From an optimization exercise on the open Yosys and OpenROAD flow, aimed at small area; shortcuts taken in it are not production practice.
Only simulation tests tie the RTL to the original design; equivalence was not proved.
Power and IR drop assume default switching activity.

==> inputs of 11-25 <==
Design videoScanPipe, start of the top module:
module videoScanPipe (
    input iClk,
    input iRst,
    input iVgaHsync,
    input iVgaVsync,
    input [7:0] iVgaDataRed,
    input [7:0] iVgaDataGreen,
    input [7:0] iVgaDataBlue,
    input [10:0] iHsyncOffset,
    input [9:0] iVsyncOffset,
    input [7:0] iThreshRed,
    input [7:0] iThreshGreen,
    input [7:0] iThreshBlue,
    input iTestData,
    output reg oDviDe,
    output reg oDviHsync,
    output reg oDviVsync,
    output reg [11:0] oDviData,
    output reg [51:0] oScannerDataCode,
    output [10:0] oScannerVpixel,
    output reg oScannerNewData
);
reg [3:0] hsSt, vsSt;
reg rSub;
reg [11:0] rH;
reg [10:0] rV;
reg rSync, rAct, rBin;
wire hsDet = hsSt == 4'd8;
wire vsDet = vsSt == 4'd8;
wire rHEnd = rH == 12'd1055;
wire rIn = rV < 11'd600 && rH < 12'd800;
function [3:0] syncNext;
    input [3:0] k;
    input b;
    begin
        if(k[3])
            syncNext = b ? 4'd0 : 4'd1;
        else if(k[2]) begin
            if(b) syncNext = k + 4'd1;
            else syncNext = (k == 4'd4) ? 4'd4 : 4'd1;
        end
        else
            syncNext = b ? 4'd0 : k + 4'd1;
    end
endfunction
always @(posedge iClk or posedge iRst) begin
    if(iRst) begin
        hsSt <= 4'd4;
        vsSt <= 4'd4;
        rSub <= 0;
        rH <= 0;
        rV <= 0;
        rSync <= 0;
        rAct <= 0;
        rBin <= 0;
    end
    else begin
        hsSt <= syncNext(hsSt, iVgaHsync);
        vsSt <= syncNext(vsSt, iVgaVsync);
        rSub <= ~rSub;
        if(hsDet) begin
            rH <= 12'd800 + {1'b0, iHsyncOffset};
            rSub <= 1;
        end
        else if(rSub) begin
            rH <= rHEnd ? 12'd0 : rH + 12'd1;
        end
        if(vsDet) begin
  ...
Settings: LEC_CHECK=0, CAP_MARGIN=20, CORE_MARGIN=2, CORE_UTILIZATION=40, SLEW_MARGIN=20; clock period 8.0 ns.
standard.sh (not shown) runs the stock make flow with config.mk's settings and CLKGATE_MAP_FILE= SYNTH_SCRIPT=/design/flow/synth_recipe.tcl, a recipe that flattens the netlist after the stock synthesis.
==> flow/flow/run.sh <==
#!/bin/bash
# Standard layout, with two changes: synthesis leaves adders to ABC (no
# half/full adder cell extraction), and CTS inserts no dummy loads.
set -euo pipefail
bash standard.sh ADDER_MAP_FILE= synth > synth.log 2>&1
bash standard.sh ADDER_MAP_FILE= \
  "CTS_ARGS=-sink_clustering_enable -repair_clock_nets -dont_use_dummy_load -buf_list sky130_fd_sc_hd__clkbuf_4 -sink_buffer_max_cap_derate 0.5" \
  finish > layout.log 2>&1
==> 01-04 (differences from 11-25) <==
==> flow/run.sh (new file) <==
#!/bin/bash
# synth_recipe.tcl (not shown) runs the flow's synth.tcl, then flattens the netlist and writes it again
# the make line also repeats each setting of config.mk as NAME=value (left out here)
make -C /OpenROAD-flow-scripts/flow DESIGN_CONFIG=/design/flow/config.mk WORK_HOME=/design/flow/orfs CLKGATE_MAP_FILE= SYNTH_SCRIPT=/design/flow/synth_recipe.tcl finish
removed: flow/flow/run.sh
removed: flow/standard.sh
==> Flow_metrics.wiki <==
{| class="wikitable"
! Metric !! Value
|-
| Synthesized area per cell || ~9.6 um2
|-
| Multi-In Gates || 912
|-
| P&R area growth vs syn || 18.1%
|-
| Run status || complete, no violations
|-
| Share of final-layout standard cells stronger than drive strength 1 || 7.48%
|-
| Synthesized area || around 12,000 um2
|-
| Beginning of the worst hold path || oScannerDataCode[19]$_DFFE_PP_
|-
| Proportion of power drawn by the clock network || 31.6%
|}
(the above is from 11-25)
==> Flow_metrics.wiki <==
{| class="wikitable"
! Metric !! Value
|-
| Run status || complete, no violations
|-
| List of most frequent post-synthesis cells || nor2_1, dfrtp_1, nand2_1
|-
| Share of final-layout standard cells stronger than drive strength 1 || 5.99%
|-
| Beginning of the worst hold path || oScannerDataCode[18]$_DFFE_PP_
|}
(the above is from 01-04)

* * *

==> nickel <==
videoScanPipe, a different RTL version from the one above (not shown whole).
==> flow/config.mk <==
export PLATFORM = sky130hd
export DESIGN_NAME = videoScanPipe
export DESIGN_NICKNAME = videoScanPipe
export VERILOG_FILES = /design/flow/design.v
export SDC_FILE = /design/flow/constraint.sdc
export NUM_CORES = 4
export LEC_CHECK = 0
export CAP_MARGIN = 20
export CORE_MARGIN = 2
export CORE_UTILIZATION = 40
export SLEW_MARGIN = 20
==> flow/constraint.sdc <==
create_clock -name core_clock -period 8.0 [get_ports {iClk}]
set_input_delay 1.6000 -clock core_clock [delete_from_list [all_inputs] [get_ports {iClk}]]
set_output_delay 1.6000 -clock core_clock [all_outputs]
set_load 0.01 [all_outputs]
==> flow/flow/run.sh <==
#!/bin/bash
# Layout: the standard synthesis; then its combinational logic re-mapped
# by ABC for area with the registers untouched (flow/remap.tcl, tried with
# eight ABC random seeds, smallest first), kept only if Yosys proves it
# equal to the standard netlist (flow/equiv.tcl); then the standard flow from
# floorplan on, with the smallest buffer on each port and a clock tree of
# small buffers and no dummy loads. Each tool's output goes to a log of its
# own here.
set -euo pipefail
RES=orfs/results/$FLOW_PLATFORM/videoScanPipe/base
LIB=$FLOW_HOME/platforms/$FLOW_PLATFORM/lib/sky130_fd_sc_hd__tt_025C_1v80.lib
YOSYS=$(command -v yosys || echo "$FLOW_HOME/../tools/install/yosys/bin/yosys")

bash standard.sh synth > synth.log 2>&1

cp $RES/1_2_yosys.v synth_standard.v
DONT_USE=$(make -s -C "$FLOW_HOME" DESIGN_CONFIG="$PWD/config.mk" print-DONT_USE_CELLS 2>/dev/null \
  | sed 's/^DONT_USE_CELLS: //')
[[ -n "$DONT_USE" ]] || DONT_USE=$(grep -o 'sky130_fd_sc_hd__\(probe\|lpflow\)[a-z0-9_]*' $FLOW_HOME/platforms/$FLOW_PLATFORM/config.mk | tr '\n' ' ')
export REMAP_LIB=$LIB REMAP_IN=$PWD/synth_standard.v REMAP_DONT_USE="$DONT_USE"

remap() {  # remap SEED
  sed "s/SEED/$1/" flow/area.abc > remap_s$1.abc
  REMAP_ABC=$PWD/remap_s$1.abc REMAP_OUT=$PWD/synth_remapped_s$1.v REMAP_STAT=$PWD/remap_stat_s$1.txt \
    timeout 600 "$YOSYS" -c flow/remap.tcl > remap_s$1.log 2>&1 || true
}
for s in 0 1 2 3; do remap $s & done; wait
for s in 4 5 6 7; do remap $s & done; wait

used=standard
for s in $(for f in remap_stat_s*.txt; do
             a=$(grep -o "Chip area for module .*: [0-9.]*" "$f" | awk "{print \$NF}" || true)
             [[ -n "$a" ]] && echo "$a ${f//[^0-9]/}"
           done | sort -g | awk '{print $2}'); do
  if REMAP_OUT=$PWD/synth_remapped_s$s.v timeout 1200 "$YOSYS" -c flow/equiv.tcl > equiv_s$s.log 2>&1; then
    cp synth_remapped_s$s.v $RES/1_2_yosys.v
    rm -f $RES/1_synth.odb
    used="re-mapped, seed $s"
    break
  fi
done
echo "netlist: $used" | tee netlist_choice.txt

bash standard.sh \
  "BUFFER_PORTS_ARGS=-inputs -outputs -buffer_cell sky130_fd_sc_hd__buf_1" \
  "CTS_ARGS=-sink_clustering_enable -repair_clock_nets -dont_use_dummy_load -buf_list sky130_fd_sc_hd__clkbuf_4 -sink_clustering_size 8 -sink_clustering_max_diameter 60" \
  finish > layout.log 2>&1
==> flow/flow/area.abc <==
strash
&get -n
&deepsyn -J 50 -T 300 -S SEED
&put
dch -f
amap
topo
==> flow/flow/equiv.tcl <==
# Prove the re-mapped netlist equal to the standard one: registers are paired
# by name and every register input and output port compared.
yosys -import
set lib $::env(REMAP_LIB)
read_liberty -overwrite -ignore_miss_func $lib
read_verilog $::env(REMAP_IN)
yosys rename $::env(FLOW_TOP) gold
read_verilog $::env(REMAP_OUT)
yosys rename $::env(FLOW_TOP) gate
hierarchy -check
flatten gold gate
async2sync
opt_clean
equiv_make gold gate eq
hierarchy -top eq
equiv_simple -undef
equiv_induct -undef
equiv_status -assert
==> flow/flow/remap.tcl <==
# Re-map the combinational logic of the synthesized netlist for area.
# Registers are kept as they are (same instances, names and cells); every
# other cell is read as its Liberty function and mapped again by ABC.
yosys -import
set lib $::env(REMAP_LIB)
set top $::env(FLOW_TOP)
read_liberty -overwrite -ignore_miss_func $lib
read_verilog $::env(REMAP_IN)
hierarchy -top $top
setattr -mod -set keep_hierarchy 1 sky130_fd_sc_hd__df* sky130_fd_sc_hd__edf*
flatten
select $top
opt_clean
set dont_use {}
foreach c $::env(REMAP_DONT_USE) { lappend dont_use -dont_use $c }
abc -script $::env(REMAP_ABC) -liberty $lib {*}$dont_use
opt_clean -purge
hilomap -singleton -hicell sky130_fd_sc_hd__conb_1 HI -locell sky130_fd_sc_hd__conb_1 LO
insbuf -buf sky130_fd_sc_hd__buf_4 A X
select -clear
hierarchy -top $top
blackbox sky130_fd_sc_hd__*
tee -o $::env(REMAP_STAT) stat -liberty $lib
write_verilog -noattr -nohex -nodec $::env(REMAP_OUT)
==> willow: changes against nickel <==
--- a/flow/design.v
+++ b/flow/design.v
@@ -11,16 +11,16 @@
     input [7:0] iThreshRed,
     input [7:0] iThreshGreen,
     input [7:0] iThreshBlue,
     input iTestData,
     output reg oDviDe,
     output reg oDviHsync,
     output reg oDviVsync,
-    output [11:0] oDviData,
-    output [51:0] oScannerDataCode,
+    output reg [11:0] oDviData,
+    output reg [51:0] oScannerDataCode,
     output [10:0] oScannerVpixel,
     output reg oScannerNewData
 );
 reg [3:0] hsSt, vsSt;
 reg rSub;
 reg [11:0] rH;
 reg [10:0] rV;
@@ -137,33 +137,16 @@
 wire inGroup = state == GROUP_FIRST || state == GROUP_SECOND;
 wire pxAtMax = pxIndex == {1'b0, moduleMaxIndex};
 wire [6:0] digitData = {digitDataBuffer, blackPxCount >= moduleMaxIndex[2:1]};
 wire [4:0] mmLo = {2'b0, moduleMaxIndex} - 5'd1;
 wire [4:0] mmHi = {2'b0, moduleMaxIndex} + 5'd1;
 reg [3:0] digitDecoded;
 reg isG;
-reg [47:0] codeDigits;
-reg [5:0] firstParity;
-reg [3:0] firstDigit;
-always @* begin
-    case (firstParity)
-        6'b111111: firstDigit = 4'd0;
-        6'b110100: firstDigit = 4'd1;
-        6'b110010: firstDigit = 4'd2;
-        6'b110001: firstDigit = 4'd3;
-        6'b101100: firstDigit = 4'd4;
-        6'b100110: firstDigit = 4'd5;
-        6'b100011: firstDigit = 4'd6;
-        6'b101010: firstDigit = 4'd7;
-        6'b101001: firstDigit = 4'd8;
-        6'b100101: firstDigit = 4'd9;
-        default: firstDigit = 4'hF;
-    endcase
-end
-assign oScannerDataCode = {firstDigit, codeDigits};
+reg [4:0] groupDigitsTypeBuffer;
+wire [5:0] groupDigitsType = {groupDigitsTypeBuffer, ~isG};
 always @* begin
     newState = IDLE;
     nextModule = 0;
     nextDigit = 0;
     case(state)
         IDLE:
             if(dataRising) begin
@@ -268,17 +251,31 @@
                 moduleMaxIndex <= pxIndex[2:0];
             else if(moduleIndex == 3'd1)
                 moduleMaxIndex <= ({1'b0, moduleMaxIndex} + pxIndex) >> 1;
         end
         if(inGroup && nextModule) begin
             digitDataBuffer <= digitData[5:0];
             if(nextDigit) begin
-                codeDigits <= {codeDigits[43:0], digitDecoded};
-                if(state == GROUP_FIRST)
-                    firstParity <= {firstParity[4:0], ~isG};
+                oScannerDataCode[47:0] <= {oScannerDataCode[43:0], digitDecoded};
+                groupDigitsTypeBuffer <= groupDigitsType[4:0];
+                if(state == GROUP_FIRST && digitIndex == 3'd5) begin
+                    case (groupDigitsType)
+                        6'b111111: oScannerDataCode[51:48] <= 4'd0;
+                        6'b110100: oScannerDataCode[51:48] <= 4'd1;
+                        6'b110010: oScannerDataCode[51:48] <= 4'd2;
+                        6'b110001: oScannerDataCode[51:48] <= 4'd3;
+                        6'b101100: oScannerDataCode[51:48] <= 4'd4;
+                        6'b100110: oScannerDataCode[51:48] <= 4'd5;
+                        6'b100011: oScannerDataCode[51:48] <= 4'd6;
+                        6'b101010: oScannerDataCode[51:48] <= 4'd7;
+                        6'b101001: oScannerDataCode[51:48] <= 4'd8;
+                        6'b100101: oScannerDataCode[51:48] <= 4'd9;
+                        default: oScannerDataCode[51:48] <= 4'hF;
+                    endcase
+                end
             end
         end
     end
 end
 always @(posedge iClk) begin
     oVideoMarker <= state == MARKER_START || state == MARKER_MID || state == MARKER_END;
     oVideoModule <= dataPrev;
@@ -385,36 +382,29 @@
         end
         else begin
             pixEn <= 0;
             pixX <= 0;
         end
     end
 end
-reg [2:0] pixEnD;
-reg pixGrayD, pixXD;
-always @(posedge iClk) begin
-    pixEnD <= pixEn;
-    pixGrayD <= pixGray;
-    pixXD <= pixX;
-end
-wire [7:0] pixLum = pixGrayD ? frameIndex[7:0] ^ {8{frameIndex[8] ^ pixXD}} : 8'hFF;
-wire [7:0] pixR = {iTestData ? pixEnD[2] & pixLum[7] : pixXD, {7{pixEnD[2]}} & pixLum[6:0]};
-wire [7:0] pixG = {iTestData ? pixEnD[1] & pixLum[7] : pixXD, {7{pixEnD[1]}} & pixLum[6:0]};
-wire [7:0] pixB = {iTestData ? pixEnD[0] & pixLum[7] : pixXD, {7{pixEnD[0]}} & pixLum[6:0]};
-assign oDviData = oDviDe ? (cSub ? {pixG[3:0], pixB} : {pixR, pixG[7:4]}) : 12'd0;
+wire [7:0] pixLum = pixGray ? frameIndex[7:0] ^ {8{frameIndex[8] ^ pixX}} : 8'hFF;
+wire [7:0] pixR = {iTestData ? pixEn[2] & pixLum[7] : pixX, {7{pixEn[2]}} & pixLum[6:0]};
+wire [7:0] pixG = {iTestData ? pixEn[1] & pixLum[7] : pixX, {7{pixEn[1]}} & pixLum[6:0]};
+wire [7:0] pixB = {iTestData ? pixEn[0] & pixLum[7] : pixX, {7{pixEn[0]}} & pixLum[6:0]};
 reg cSub;
 reg [10:0] cH;
 reg [9:0] cV;
 wire cHEnd = cH[10] & (&cH[4:0]);
 wire cVEnd = cV[9] & cV[6] & cV[5] & cV[4] & cV[1] & cV[0];
 always @(posedge iClk or posedge iRst) begin
     if(iRst) begin
         cSub <= 0;
         cH <= 0;
         cV <= 0;
+        oDviData <= 0;
         oDviHsync <= 1;
         oDviVsync <= 1;
         oDviDe <= 0;
     end
     else begin
         cSub <= ~cSub;
         if(bSync) begin
@@ -436,10 +426,14 @@
         else if(cH == 11'd968 && !cSub)
             oDviHsync <= 1;
         if(cV == 10'd601 && !cSub)
             oDviVsync <= 0;
         else if(cV == 10'd605 && !cSub)
             oDviVsync <= 1;
         oDviDe <= bAct;
+        if(bAct)
+            oDviData <= cSub ? {pixR, pixG[7:4]} : {pixG[3:0], pixB};
+        else
+            oDviData <= 0;
     end
 end
 endmodule
==> flow/flow/run.sh (replaced) <==
#!/bin/bash
# Layout: the standard synthesis; then its combinational logic re-mapped
# by ABC for area with the registers untouched (flow/remap.tcl), kept only if
# Yosys proves it equal to the standard netlist (flow/equiv.tcl); then the
# standard flow from floorplan on, with a clock tree of small buffers and no
# dummy loads. Each tool's output goes to a log of its own here.
set -euo pipefail
RES=orfs/results/$FLOW_PLATFORM/videoScanPipe/base
LIB=$FLOW_HOME/platforms/$FLOW_PLATFORM/lib/sky130_fd_sc_hd__tt_025C_1v80.lib
YOSYS=$(command -v yosys || echo "$FLOW_HOME/../tools/install/yosys/bin/yosys")

bash standard.sh synth > synth.log 2>&1

cp $RES/1_2_yosys.v synth_standard.v
DONT_USE=$(make -s -C "$FLOW_HOME" DESIGN_CONFIG="$PWD/config.mk" print-DONT_USE_CELLS 2>/dev/null \
  | sed 's/^DONT_USE_CELLS: //')
[[ -n "$DONT_USE" ]] || DONT_USE=$(grep -o 'sky130_fd_sc_hd__\(probe\|lpflow\)[a-z0-9_]*' $FLOW_HOME/platforms/$FLOW_PLATFORM/config.mk | tr '\n' ' ')
export REMAP_LIB=$LIB REMAP_IN=synth_standard.v REMAP_OUT=synth_remapped.v \
  REMAP_ABC=$PWD/flow/area.abc REMAP_DONT_USE="$DONT_USE"
if "$YOSYS" -c flow/remap.tcl > remap.log 2>&1 && "$YOSYS" -c flow/equiv.tcl > equiv.log 2>&1; then
  cp synth_remapped.v $RES/1_2_yosys.v
  rm -f $RES/1_synth.odb
  echo "using the re-mapped netlist"
else
  echo "re-mapping failed or was not proven; using the standard netlist"
fi

bash standard.sh \
  "CTS_ARGS=-sink_clustering_enable -repair_clock_nets -dont_use_dummy_load -buf_list sky130_fd_sc_hd__clkbuf_4 -sink_clustering_size 8 -sink_clustering_max_diameter 60" \
  finish > layout.log 2>&1
==> flow/flow/area.abc (replaced) <==
strash
&get -n
&deepsyn -J 50 -T 300
&put
dch -f
amap
topo
--- a/flow/flow/remap.tcl
+++ b/flow/flow/remap.tcl
@@ -16,9 +16,9 @@
 abc -script $::env(REMAP_ABC) -liberty $lib {*}$dont_use
 opt_clean -purge
 hilomap -singleton -hicell sky130_fd_sc_hd__conb_1 HI -locell sky130_fd_sc_hd__conb_1 LO
 insbuf -buf sky130_fd_sc_hd__buf_4 A X
 select -clear
 hierarchy -top $top
 blackbox sky130_fd_sc_hd__*
-tee -o $::env(REMAP_STAT) stat -liberty $lib
+tee -o remap_stat.txt stat -liberty $lib
 write_verilog -noattr -nohex -nodec $::env(REMAP_OUT)
==> indigo: changes against nickel <==
==> flow/flow/run.sh (replaced) <==
#!/bin/bash
# Layout: the standard synthesis; then its combinational logic re-mapped
# by ABC for area with the registers untouched (flow/remap.tcl), kept only if
# Yosys proves it equal to the standard netlist (flow/equiv.tcl); then the
# standard flow from floorplan on, with the smallest buffer on each port and
# a clock tree of small buffers and no dummy loads. Each tool's output goes to a log of its own here.
set -euo pipefail
RES=orfs/results/$FLOW_PLATFORM/videoScanPipe/base
LIB=$FLOW_HOME/platforms/$FLOW_PLATFORM/lib/sky130_fd_sc_hd__tt_025C_1v80.lib
YOSYS=$(command -v yosys || echo "$FLOW_HOME/../tools/install/yosys/bin/yosys")

bash standard.sh synth > synth.log 2>&1

cp $RES/1_2_yosys.v synth_standard.v
DONT_USE=$(make -s -C "$FLOW_HOME" DESIGN_CONFIG="$PWD/config.mk" print-DONT_USE_CELLS 2>/dev/null \
  | sed 's/^DONT_USE_CELLS: //')
[[ -n "$DONT_USE" ]] || DONT_USE=$(grep -o 'sky130_fd_sc_hd__\(probe\|lpflow\)[a-z0-9_]*' $FLOW_HOME/platforms/$FLOW_PLATFORM/config.mk | tr '\n' ' ')
export REMAP_LIB=$LIB REMAP_IN=synth_standard.v REMAP_OUT=synth_remapped.v \
  REMAP_ABC=$PWD/flow/area.abc REMAP_DONT_USE="$DONT_USE"
if "$YOSYS" -c flow/remap.tcl > remap.log 2>&1 && "$YOSYS" -c flow/equiv.tcl > equiv.log 2>&1; then
  cp synth_remapped.v $RES/1_2_yosys.v
  rm -f $RES/1_synth.odb
  echo "using the re-mapped netlist"
else
  echo "re-mapping failed or was not proven; using the standard netlist"
fi

bash standard.sh \
  "BUFFER_PORTS_ARGS=-inputs -outputs -buffer_cell sky130_fd_sc_hd__buf_1" \
  "CTS_ARGS=-sink_clustering_enable -repair_clock_nets -dont_use_dummy_load -buf_list sky130_fd_sc_hd__clkbuf_4 -sink_clustering_size 8 -sink_clustering_max_diameter 60" \
  finish > layout.log 2>&1
==> flow/flow/area.abc (replaced) <==
strash
&get -n
&deepsyn -J 50 -T 300
&put
dch -f
amap
topo
--- a/flow/flow/remap.tcl
+++ b/flow/flow/remap.tcl
@@ -16,9 +16,9 @@
 abc -script $::env(REMAP_ABC) -liberty $lib {*}$dont_use
 opt_clean -purge
 hilomap -singleton -hicell sky130_fd_sc_hd__conb_1 HI -locell sky130_fd_sc_hd__conb_1 LO
 insbuf -buf sky130_fd_sc_hd__buf_4 A X
 select -clear
 hierarchy -top $top
 blackbox sky130_fd_sc_hd__*
-tee -o $::env(REMAP_STAT) stat -liberty $lib
+tee -o remap_stat.txt stat -liberty $lib
 write_verilog -noattr -nohex -nodec $::env(REMAP_OUT)
==> comparison table <==
item                                                                              willow       nickel       indigo
Clock latency at the later pin of the worst-skew pair                            0.69 ns      0.66 ns      0.66 ns
Diodes inserted                                                                        1            1            2
Fin util                                                                           0.494        0.460        0.454
Final Routed Wirelength                                                          20.2 mm      19.5 mm      20.0 mm
DP Area                                                                      0.0119 mm^2  0.0106 mm^2  0.0107 mm^2
Run status                                                      timing/DRC/antenna clean  timing/DRC/antenna clean  timing/DRC/antenna clean
Net total in the final layout                                                       1313         1286         1318
Non-CTS inverters                                                                    158          153          165
Vert. Die Dim                                                                     162 um       160 um       161 um
Length of the first detailed-routing pass in iterations                                5            5            7
Final std cells w/o fill                                                            1562         1530         1568
Cell-internal power                                                              1540 uW      1430 uW      1460 uW
Clock edge transition at the registers on the reported setup and hold paths      0.10 ns      0.10 ns      0.09 ns
Placed cell count                                                                   1530         1499         1535
Overall die area                                                             0.0263 mm^2  0.0255 mm^2  0.0258 mm^2
Comb pwr share                                                                     0.117        0.096        0.103

[what the ideal ports hide]
How much do the figures lean on ideal ports? The routed layouts below were timed once more, with nothing changed but the port constraints. Step 1 assumes that a clkbuf_16 drives the clock port and a buf_2 every other input. Step 2 moves the port delays by t, midway between the first and last clock arrival at a register: inputs arrive t later, outputs are due t later. That takes back most of the time a late clock gives input paths. Slacks: ideal / step 1 / step 2; pairs: ideal / step 1.
run | t (ns) | setup slack, ns | latest minus earliest clock arrival (ns) | worst slew at a driven data input, ns
11-25 | 0.676 | 4.486 / 4.486 / 4.071 | 0.108 / 0.108 | 0.05
01-04 | 0.572 | 4.680 / 4.680 / 4.455 | 0.012 / 0.012 | 0.06
nickel | 0.684 | 3.909 / 3.892 / 3.892 | 0.050 / 0.050 | 0.04
willow | 0.695 | 3.596 / 3.596 / 3.596 | 0.068 / 0.068 | 0.05
indigo | 0.678 | 3.684 / 3.660 / 3.660 | 0.049 / 0.049 | 0.05
After both steps every run listed still meets setup and hold. The setup slack of 11-25, which loses most, moves by 0.000 ns with the drivers and by -0.415 ns with both steps.
